Background: an optimization exercise with open tools, aiming at small area. Do not read the settings as production practice.
Function was checked by simulation only, so behaviour that the tests miss may differ from the original.
Power is estimated from default activity; no workload was simulated.

== wip/sierra ==
Design uart_alu_top, start of the top module:
module uart_alu_top #(
    parameter CLK_FREQ = 100_000_000,
    parameter BAUD_RATE = 9600,
    parameter DATA_BITS = 8
)(
    input  wire clk,
    input  wire reset,
    input  wire rx,
    output wire tx,
    output wire [15:0] led
);
For scale: roughly 360 cells after synthesis, about 57 flip-flops, about 20 I/O pins.
export LEC_CHECK = 0
export CAP_MARGIN = 20
export CORE_MARGIN = 2
export CORE_UTILIZATION = 40
export SLEW_MARGIN = 20
create_clock -name core_clock -period 10.0 [get_ports {clk}]
standard.sh (not shown) runs the stock make flow with config.mk's settings and CLKGATE_MAP_FILE= SYNTH_SCRIPT=/design/flow/synth_recipe.tcl, a recipe that flattens the netlist after the stock synthesis.
==> flow/flow/run.sh <==
#!/bin/bash
# Layout flow: the standard ORFS flow (standard.sh) with these changes:
#  - synthesis: no full/half-adder extraction (ADDER_MAP_FILE empty), and ABC is run with each
#    area-oriented script flow/abc*.script in turn, keeping the smallest netlist (flow/abc_pick.tcl);
#    everything before ABC, the flip-flop mapping and everything after is ORFS's synth.tcl as is;
#  - ports are buffered with buf_1;
#  - CTS inserts no dummy loads.
# Floorplan, power grid, tap cells, placement, CTS, routing and finishing are the standard flow.
# Each tool's full output is in orfs/logs/ (one log per step); make's output is in run_make.log.
set -euo pipefail
W=$(pwd)
FLOWDIR=$W/flow
sed "s|^  log_cmd abc {\*}\$abc_args|  source $FLOWDIR/abc_pick.tcl|" \
  "$FLOW_HOME/scripts/synth.tcl" > "$W/synth_mod.tcl"
grep -q abc_pick.tcl "$W/synth_mod.tcl"
sed "s|\$::env(SCRIPTS_DIR)/synth.tcl|$W/synth_mod.tcl|" "$W/synth_recipe.tcl" > "$W/synth_recipe_mod.tcl"
grep -q synth_mod.tcl "$W/synth_recipe_mod.tcl"

bash "$W/standard.sh" \
  SYNTH_SCRIPT="$W/synth_recipe_mod.tcl" \
  ADDER_MAP_FILE= \
  MY_ABC_SCRIPTS="$(ls $FLOWDIR/abc*.script | tr '\n' ' ')" \
  BUFFER_PORTS_ARGS="-buffer_cell sky130_fd_sc_hd__buf_1" \
  CTS_ARGS="-sink_clustering_enable -repair_clock_nets -dont_use_dummy_load" \
  finish > "$W/run_make.log" 2>&1
==> flow/flow/abc1.script <==
strash
&get -n
&fraig -x
&put
dc2
strash
dch -f
amap
==> flow/flow/abc2.script <==
strash
&get -n
&fraig -x
&put
dc2
strash

dch -f
amap -F 4 -A 50 -C 1000
==> flow/flow/abc3.script <==
strash
&get -n
&fraig -x
&put
dc2
strash
&get -n
&deepsyn -T 20
&put
dch -f
amap
==> flow/flow/abc4.script <==
strash
&get -n
&fraig -x
&put
dc2
strash
&get -n
&dch -f
&nf -a
&put
==> flow/flow/abc_pick.tcl <==
# Run ABC with each script in MY_ABC_SCRIPTS on the same netlist and keep the smallest result.
design -save my_pre_abc
set my_best_area ""
set my_best_script ""
set my_i 0
foreach my_script $::env(MY_ABC_SCRIPTS) {
  incr my_i
  design -load my_pre_abc
  log_cmd abc {*}[lreplace $abc_args 1 1 $my_script]
  opt_clean -purge
  set my_stat [tee -q -s result.string stat {*}$lib_args]
  if { [regexp {Chip area for module[^:]*:\s*([0-9.]+)} $my_stat -> my_area] } {
    puts "ABC script $my_script: area $my_area"
    if { $my_best_area eq "" || $my_area < $my_best_area } {
      set my_best_area $my_area
      set my_best_script $my_script
      design -save my_abc_best
    }
  }
}
puts "ABC script chosen: $my_best_script (area $my_best_area)"
design -load my_abc_best
The flow did not stop early for wip/sierra: all stages ran, and the layout cleared the timing, DRC and antenna checks.
Edits applied to the flow inputs when going from wip/sierra to wip/quartz:
- an added PLACE_DENSITY of 0.85
- a change of CORE_UTILIZATION from 40 to 70
==> notes.md <==
wip/quartz | stages: all done | timing, DRC, antenna: all pass. In wip/quartz, the placed standard-cell area came out 2.6% below the value in wip/sierra. Final hold slack, wip/quartz and wip/sierra: higher on wip/quartz. wip/quartz vs. wip/sierra: global-route usage over all layers climbed 15 points; latest clock arrival within the worst-skew pair barely changed; number of global-route vias before repair climbed 7.9%. wip/quartz vs wip/sierra, core utilization of the finished layout went up by 34 points. Total power: wip/quartz vs wip/sierra — no meaningful difference.

-- what the ideal ports hide --
How much do the figures lean on ideal ports? The routed layouts below were timed once more, with nothing changed but the port constraints. Step 1: set_driving_cell puts a clkbuf_16 on clk and a buf_2 on each other input, an assumption about the parent block. Step 2 times the ports against the registers' clock, not the clock port: input delays grow and output delays shrink by t, the midpoint of the rising clock arrivals with the driver on. a / b / c = no drivers / after step 1 / after step 2; a / b = the first two.
run	shift t [ns]	setup WS [ns]	clock arrival spread, ns	slew at the worst register clock pin (ns)	worst data-port slew with drivers (ns)
wip/sierra	0.354	1.015 / 0.986 / 1.340	0.034 / 0.034	0.08 / 0.08	0.03
wip/quartz	0.352	0.959 / 0.932 / 1.284	0.014 / 0.014	0.06 / 0.06	0.03
After both steps every run listed still meets setup and hold.
